This design comes from an exercise in tuning for a short achievable clock period on the open sky130 flow, not from production work.
In this exercise RTL edits were held to simulation tests only and were not proved equivalent to the original.
Power figures rest on the tool's default switching activity, not on a simulated workload.

Setup of job 101:
// UM6845R
module UM6845R
(
	input            CLOCK,
	input            CLKEN,
	input            nRESET,
	input            CRTC_TYPE,
	input            ENABLE,
	input            nCS,
	input            R_nW,
	input            RS,
	input      [7:0] DI,
	output reg [7:0] DO,
	output reg       VSYNC,
	output reg       HSYNC,
	output           DE,
	output reg       FIELD,
	output           CURSOR,
	output reg [13:0] MA,
	output reg  [4:0] RA
);
For scale: about 1500 cells after synthesis, ~230 flip-flops, roughly 0.015 sq mm of cells after synthesis.
make LEC_CHECK=0 ABC_CLOCK_PERIOD_IN_PS=1500 CAP_MARGIN=20 CORE_MARGIN=2 CORE_UTILIZATION=30 PLACE_DENSITY=0.5 SETUP_SLACK_MARGIN=4.0 SLEW_MARGIN=20 TNS_END_PERCENT=100 finish   # period 6.0 ns
run.sh (not shown) runs the stock make flow with config.mk's settings and CLKGATE_MAP_FILE= SYNTH_SCRIPT=/design/flow/synth_recipe.tcl, a recipe that flattens the netlist after the stock synthesis.
> inputs changed (job 101 -> job 102)
Settings: swapping 4.0 for 3.5 in SETUP_SLACK_MARGIN; swapping 30 for 40 in CORE_UTILIZATION; swapping 1500 for 2500 in ABC_CLOCK_PERIOD_IN_PS; swapping 0.5 for 0.6 in PLACE_DENSITY.
==> flow/flow/run.sh (new file) <==
#!/bin/bash
# The standard layout, with the ports of the RS / CRTC_TYPE -> DO / DE paths placed together.
set -euo pipefail
bash standard.sh IO_CONSTRAINTS="$PWD/flow/io.tcl" finish > flow_make.log 2>&1
==> flow/flow/io.tcl (new file) <==
# Keep the ports of the combinational read and display-enable paths together on one edge.
set_io_pin_constraint -group -order -region left:* -pin_names {DO[7] DO[6] DO[5] DO[4] RS CRTC_TYPE DE DO[3] DO[2] DO[1] DO[0]}
==> flow/standard.sh (new file) <==
#!/bin/bash
# synth_recipe.tcl (not shown) runs the flow's synth.tcl, then flattens the netlist and writes it again
# the make line also repeats each setting of config.mk as NAME=value (left out here)
make -C /OpenROAD-flow-scripts/flow DESIGN_CONFIG=/design/flow/config.mk WORK_HOME=/design/flow/orfs CLKGATE_MAP_FILE= SYNTH_SCRIPT=/design/flow/synth_recipe.tcl "${@:-finish}"
removed: flow/run.sh
Notes after the runs:
The final layout from job 102, which completed every stage, passed the timing, design-rule and antenna checks at the end of the flow. Job 101 has higher clock share of power than job 102. In the tables for job 102 and job 101, power reads higher with job 101. Of the two values seen for last element of the critical path, DO[1] was produced by job 102 and DO[0] by job 101. Diff job 101..job 102 | fmax | negligible. Job 101 → job 102: via count shows an increase of 0.42%, global-route wire length before repair shows a reduction of about 3%, non-clock buffer count in the final layout shows a reduction of 52, synthesis-to-finish area growth shows a reduction of 9.8 points. Taking job 101 as the reference, in job 102 final-stage net count lower, wire length lower, final standard cell area without fillers lower.
The following lists how job 103 was set up differently from job 102:
Settings: PLACE_DENSITY now 0.75, was 0.6; CORE_UTILIZATION now 60, was 40.
==> flow/run.sh (new file) <==
#!/bin/bash
# synth_recipe.tcl (not shown) runs the flow's synth.tcl, then flattens the netlist and writes it again
# the make line also repeats each setting of config.mk as NAME=value (left out here)
make -C /OpenROAD-flow-scripts/flow DESIGN_CONFIG=/design/flow/config.mk WORK_HOME=/design/flow/orfs CLKGATE_MAP_FILE= SYNTH_SCRIPT=/design/flow/synth_recipe.tcl finish
removed: flow/flow/run.sh
removed: flow/flow/io.tcl
removed: flow/standard.sh
==> comparison <==
- Job 102 -> job 103: cell count decreased by a few percent
- Job 103: share of the clock period used by the worst path higher than job 102
- Critical path depth in cells: lower on job 102
- As of job 103, clock power had fallen by a few percent compared to job 102.
- | worst ir drop on vdd | lower: job 102 |
For job 104, these inputs were changed with respect to job 103:
Settings: changing CORE_UTILIZATION from 60 to 40; changing PLACE_DENSITY from 0.75 to 0.6.
==> summary.txt <==
- Max number of fill cells in the layout across job 104 and job 103: job 104
- Diff job 103 -> job 104 | largest fanout on the critical path | increase of 2
- For job 103, the end point of the critical path was DO[7], unlike job 104, where it was DO[1].
- Net switching power of the design of job 104 is on par with job 103.

========
== build 65 ==
Another version of the RTL of UM6845R (not shown whole).
Size: ~1400 cells after synthesis, roughly 240 flip-flops, about 14000 um2 of cells after synthesis.
==> flow/config.mk <==
export PLATFORM = sky130hd
export DESIGN_NAME = UM6845R
export DESIGN_NICKNAME = UM6845R
export VERILOG_FILES = /design/flow/design.v
export SDC_FILE = /design/flow/constraint.sdc
export NUM_CORES = 4
export LEC_CHECK = 0
export ABC_CLOCK_PERIOD_IN_PS = 2500
export CAP_MARGIN = 20
export CORE_MARGIN = 2
export CORE_UTILIZATION = 40
export PLACE_DENSITY = 0.6
export SETUP_SLACK_MARGIN = 3.5
export SLEW_MARGIN = 20
export TNS_END_PERCENT = 100
==> flow/constraint.sdc <==
create_clock -name core_clock -period 6.0 [get_ports {CLOCK}]
set_input_delay 1.2000 -clock core_clock [delete_from_list [all_inputs] [get_ports {CLOCK}]]
set_output_delay 1.2000 -clock core_clock [all_outputs]
set_load 0.01 [all_outputs]
standard.sh (not shown) runs the stock make flow with config.mk's settings and CLKGATE_MAP_FILE= SYNTH_SCRIPT=/design/flow/synth_recipe.tcl, a recipe that flattens the netlist after the stock synthesis.
==> flow/flow/run.sh <==
#!/bin/bash
# The standard layout, with the ports of the RS / CRTC_TYPE -> DO / DE paths
# placed together and the DO / DE logic rebuilt after floorplan (flow/io.tcl),
# timing repair free to change a cell's footprint, and strong output buffers
# on DO / DE before global routing (flow/ports.tcl).
set -euo pipefail
bash standard.sh IO_CONSTRAINTS="$PWD/flow/io.tcl" PRE_GLOBAL_ROUTE_TCL="$PWD/flow/ports.tcl" MATCH_CELL_FOOTPRINT=0 finish > flow_make.log 2>&1
==> flow/flow/ports.tcl <==
# Before global routing: give the DO / DE output ports and the RS / CRTC_TYPE
# input ports strong buffers; the repair and legalisation that follow in
# global_route.tcl keep the placement legal.
proc ports_upsize {} {
  set block [ord::get_db_block]
  set n 0
  foreach bt [$block getBTerms] {
    set name [$bt getName]
    set net [$bt getNet]
    if {[string match {DO\[*} $name] || $name eq "DE"} {
      foreach it [$net getITerms] {
        if {[$it isOutputSignal]} {
          set inst [$it getInst]
          if {[string match sky130_fd_sc_hd__buf_* [[$inst getMaster] getName]]} {
            replace_cell [$inst getName] sky130_fd_sc_hd__buf_6
            incr n
          }
        }
      }
    }
  }
  puts "ports: resized $n output buffers"
}
ports_upsize
==> flow/flow/surg.tcl <==
# Rebuild the read-data output logic with one gate level before the output mux:
#   DO[i] = mux2i(S=CRTC_TYPE, A0=nor2(~RS, rd0[i]), A1=nand2(RS, rd1[i]))
#   DO[5] = mux2i(S=CRTC_TYPE, A0=nor2(~RS, rd0[5]), A1=a2bb2oi(A1_N=RS, A2_N=vde, B1=RS, B2=rd1[5]))
#   DE    = mux2i(S=CRTC_TYPE, A0=ndesk, A1=nde0)
# which is the function the RTL gives DO and DE, with RS and CRTC_TYPE reaching the
# rest of the logic through a buffer of their own; then remove the logic left without loads.
set ::surg_block [ord::get_db_block]
proc surg_master {n} { return [[ord::get_db] findMaster $n] }
proc surg_inst {cell name conns} {
  set inst [odb::dbInst_create $::surg_block [surg_master $cell] $name]
  foreach {pin net} $conns { [$inst findITerm $pin] connect $net }
  return $inst
}
proc surg_main {} {
  set block $::surg_block
  array set q {}
  foreach inst [$block getInsts] {
    set n [$inst getName]
    if {[regexp {^(rd0|rd1)\\\[(\d)\\\]\$} $n -> b i]} { set q($b,$i) [[$inst findITerm Q] getNet] }
    if {[regexp {^vde\$} $n]} { set q(vde) [[$inst findITerm Q] getNet] }
    if {[regexp {^(nde0|ndesk)\$} $n -> b]} { set q($b) [[$inst findITerm Q] getNet] }
  }
  if {[array size q] != 19} { error "surgery: found [array size q] of 19 register outputs" }
  set rs [$block findNet RS]
  set ct [$block findNet CRTC_TYPE]
  set de [$block findNet DE]
  # the logic other than DO and DE that reads RS / CRTC_TYPE goes through a buffer of its own
  foreach {net tag} [list $rs rs $ct ct] {
    set iso [odb::dbNet_create $block "do_${tag}_other"]
    set moved 0
    foreach it [$net getITerms] {
      if {![$it isInputSignal]} { continue }
      $it disconnect; $it connect $iso; incr moved
    }
    surg_inst sky130_fd_sc_hd__buf_2 "do_${tag}_iso" [list A $net X $iso]
    puts "surgery: $moved loads of $tag moved behind a buffer"
  }
  # DE = ~(CRTC_TYPE ? nde0 : ndesk)
  foreach it [$de getITerms] { if {[$it isOutputSignal]} { $it disconnect } }
  surg_inst sky130_fd_sc_hd__mux2i_4 "de_mux" [list S $ct A0 $q(ndesk) A1 $q(nde0) Y $de]
  set rsn [odb::dbNet_create $block "do_rs_n"]
  surg_inst sky130_fd_sc_hd__inv_4 "do_rs_inv" [list A $rs Y $rsn]
  for {set i 0} {$i < 8} {incr i} {
    set out [$block findNet "DO\[$i\]"]
    if {$out eq "NULL"} { error "surgery: no net DO\[$i\]" }
    foreach it [$out getITerms] { if {[$it isOutputSignal]} { $it disconnect } }
    set na [odb::dbNet_create $block "do_a_$i"]
    set nb [odb::dbNet_create $block "do_b_$i"]
    surg_inst sky130_fd_sc_hd__nor2_2 "do_nor_$i" [list A $rsn B $q(rd0,$i) Y $na]
    if {$i == 5} {
      surg_inst sky130_fd_sc_hd__a2bb2oi_2 "do_st_$i" [list A1_N $rs A2_N $q(vde) B1 $rs B2 $q(rd1,$i) Y $nb]
    } else {
      surg_inst sky130_fd_sc_hd__nand2_2 "do_nand_$i" [list A $rs B $q(rd1,$i) Y $nb]
    }
    surg_inst sky130_fd_sc_hd__mux2i_4 "do_mux_$i" [list S $ct A0 $na A1 $nb Y $out]
  }
  # remove combinational cells whose outputs drive nothing
  set removed 0
  set changed 1
  while {$changed} {
    set changed 0
    foreach inst [$block getInsts] {
      set m [[$inst getMaster] getName]
      if {![string match sky130_fd_sc_hd__* $m] || [string match *df* $m] || [string match *dl* $m]} { continue }
      set hasout 0
      set dead 1
      foreach it [$inst getITerms] {
        if {[$it isOutputSignal]} {
          set hasout 1
          set net [$it getNet]
          if {$net ne "NULL" && ([llength [$net getITerms]] > 1 || [llength [$net getBTerms]] > 0)} { set dead 0 }
        }
      }
      if {$hasout && $dead} {
        set nets {}
        foreach it [$inst getITerms] { set net [$it getNet]; if {$net ne "NULL"} { lappend nets $net } }
        odb::dbInst_destroy $inst
        foreach net $nets { if {[llength [$net getITerms]] == 0 && [llength [$net getBTerms]] == 0} { odb::dbNet_destroy $net } }
        incr removed
        set changed 1
      }
    }
  }
  puts "surgery: rebuilt DO\[7:0\], removed $removed cells"
}
surg_main
Other scripts of this flow, unchanged in this note and not shown: flow/flow/io.tcl
[inputs] build 67 vs build 65
==> flow/flow/run.sh <==
#!/bin/bash
# The standard layout, with the ports of the RS / CRTC_TYPE -> DO / DE paths
# placed together and the DO logic rebuilt after floorplan (flow/io.tcl), and
# timing repair free to change a cell's footprint.
set -euo pipefail
bash standard.sh IO_CONSTRAINTS="$PWD/flow/io.tcl" MATCH_CELL_FOOTPRINT=0 finish > flow_make.log 2>&1
-- flow/flow/surg.tcl --
<<< build 65, line 55
    surg_inst sky130_fd_sc_hd__mux2i_4 "do_mux_$i" [list S $ct A0 $na A1 $nb Y $out]
>>> build 67, line 55
    surg_inst sky130_fd_sc_hd__mux2i_2 "do_mux_$i" [list S $ct A0 $na A1 $nb Y $out]
removed: flow/flow/ports.tcl
### Flow results
- Looking at sequential cell area share across build 67 and build 65, the one that comes out lower is build 65.
- Higher final-layout non-clock buffer area share goes to build 65 over build 67.
- Worst vdd rail ir drop ends up higher on build 67.
- Clock period minus final worst setup slack came out higher on build 67 than on build 65.
- | global-route usage | build 67 vs build 65 | 0.43 points lower |
- Changes observed in build 67 relative to build 65: final core utilization moved down; share of power burned in the clock network moved up.

========
Setup of run a:
Another version of the RTL of UM6845R (not shown whole).
Size in the first run: roughly 250 flip-flops, roughly 48 I/O pins, roughly 0.014 mm2 of cells after synthesis.
==> flow/design.v (excerpt) <==
module UM6845R
(
	input            CLOCK,
	input            CLKEN,
	input            nRESET,
	input            CRTC_TYPE,
	input            ENABLE,
	input            nCS,
	input            R_nW,
	input            RS,
	input      [7:0] DI,
	output reg [7:0] DO,
	output reg       VSYNC,
	output reg       HSYNC,
	output           DE,
	output reg       FIELD,
	output           CURSOR,
	output reg [13:0] MA,
	output reg  [4:0] RA
);
clock: 6.0 ns
lec_check: 0
abc_clock_period_in_ps: 2500
cap_margin: 20
core_margin: 2
core_utilization: 40
place_density: 0.6
setup_slack_margin: 3.5
slew_margin: 20
tns_end_percent: 100
==> flow/flow/run.sh <==
#!/bin/bash
# The standard layout, with the ports of the RS / CRTC_TYPE -> DO / DE paths
# placed together and the DO logic rebuilt after floorplan (flow/io.tcl), and
# timing repair free to change a cell's footprint.
set -euo pipefail
bash standard.sh IO_CONSTRAINTS="$PWD/flow/io.tcl" MATCH_CELL_FOOTPRINT=0 finish > flow_make.log 2>&1
Other scripts of this flow, unchanged in this note and not shown: flow/flow/io.tcl, flow/flow/surg.tcl
Run a: PASS, flow complete, no timing, DRC or antenna violations
Here is what was changed in the inputs of run b compared with run a.
==> flow/flow/run.sh <==
#!/bin/bash
# The standard layout, with the ports of the RS / CRTC_TYPE -> DO / DE paths
# placed together and the DO logic rebuilt after floorplan (flow/io.tcl), and
# strong output buffers on DO / DE before global routing (flow/ports.tcl).
set -euo pipefail
bash standard.sh IO_CONSTRAINTS="$PWD/flow/io.tcl" PRE_GLOBAL_ROUTE_TCL="$PWD/flow/ports.tcl" finish > flow_make.log 2>&1
==> flow/flow/ports.tcl (new file) <==
# Before global routing: give the DO / DE output ports and the RS / CRTC_TYPE
# input ports strong buffers; the repair and legalisation that follow in
# global_route.tcl keep the placement legal.
proc ports_upsize {} {
  set block [ord::get_db_block]
  set n 0
  foreach bt [$block getBTerms] {
    set name [$bt getName]
    set net [$bt getNet]
    if {[string match {DO\[*} $name] || $name eq "DE"} {
      foreach it [$net getITerms] {
        if {[$it isOutputSignal]} {
          set inst [$it getInst]
          if {[string match sky130_fd_sc_hd__buf_* [[$inst getMaster] getName]]} {
            replace_cell [$inst getName] sky130_fd_sc_hd__buf_6
            incr n
          }
        }
      }
    }
  }
  puts "ports: resized $n output buffers"
}
ports_upsize
Findings:
- There was hardly any difference in final setup violation count between run a and run b.
- The wire length in run b sits 0.34% above the value recorded for run a.
- Time the final worst path needs with I/O delays and setup delta for run b relative to run a: 0.042 ns higher
- Looking at the reports, run b completed the entire flow and the layout it produced met the timing, design-rule and antenna checks.
- Going from run a to run b, fraction of area in registers barely changed; share of power burned in combinational logic now sits higher; post-route fraction of the period consumed by the critical path grew by 0.70 points.

## afterwards: timing with drivers on the ports
No port has a modelled driver above. Below, the same layouts with a new extraction and two added sets of constraints.
Step 1 sets driving cells, clkbuf_16 on the clock port and buf_2 on the other inputs (assumed; they add their load-dependent delay and slew).
Step 2 also shifts input and output timing later by t, the mid clock arrival at the registers, as if the neighbouring blocks saw the same clock.
Slacks: no drivers / after step 1 / after step 2; pairs: no drivers / after step 1.
| run | t, ns | slack for setup (ns) | worst setup path at the end | clock arrival spread, ns |
|---|---|---|---|---|
| job 101 | 0.613 | 2.858 / 2.815 / 2.617 | input to register | 0.018 / 0.019 |
| job 102 | 0.589 | 2.867 / 2.835 / 2.678 | input to register | 0.023 / 0.023 |
| job 103 | 0.593 | 2.743 / 2.710 / 2.613 | input to register | 0.019 / 0.019 |
| job 104 | 0.601 | 2.850 / 2.818 / 2.663 | input to register | 0.022 / 0.021 |
| build 65 | 0.609 | 3.036 / 2.934 / 2.686 | input to register | 0.025 / 0.025 |
| build 67 | 0.611 | 3.021 / 2.933 / 2.757 | input to register | 0.032 / 0.033 |
| run a | 0.601 | 3.011 / 2.849 / 2.754 | input to register | 0.012 / 0.013 |
| run b | 0.599 | 2.969 / 2.862 / 2.689 | input to register | 0.014 / 0.015 |
After both steps every run listed still meets setup and hold. For build 65, which loses most, drivers alone change the setup slack by -0.102 ns; drivers and shift together by -0.350 ns.
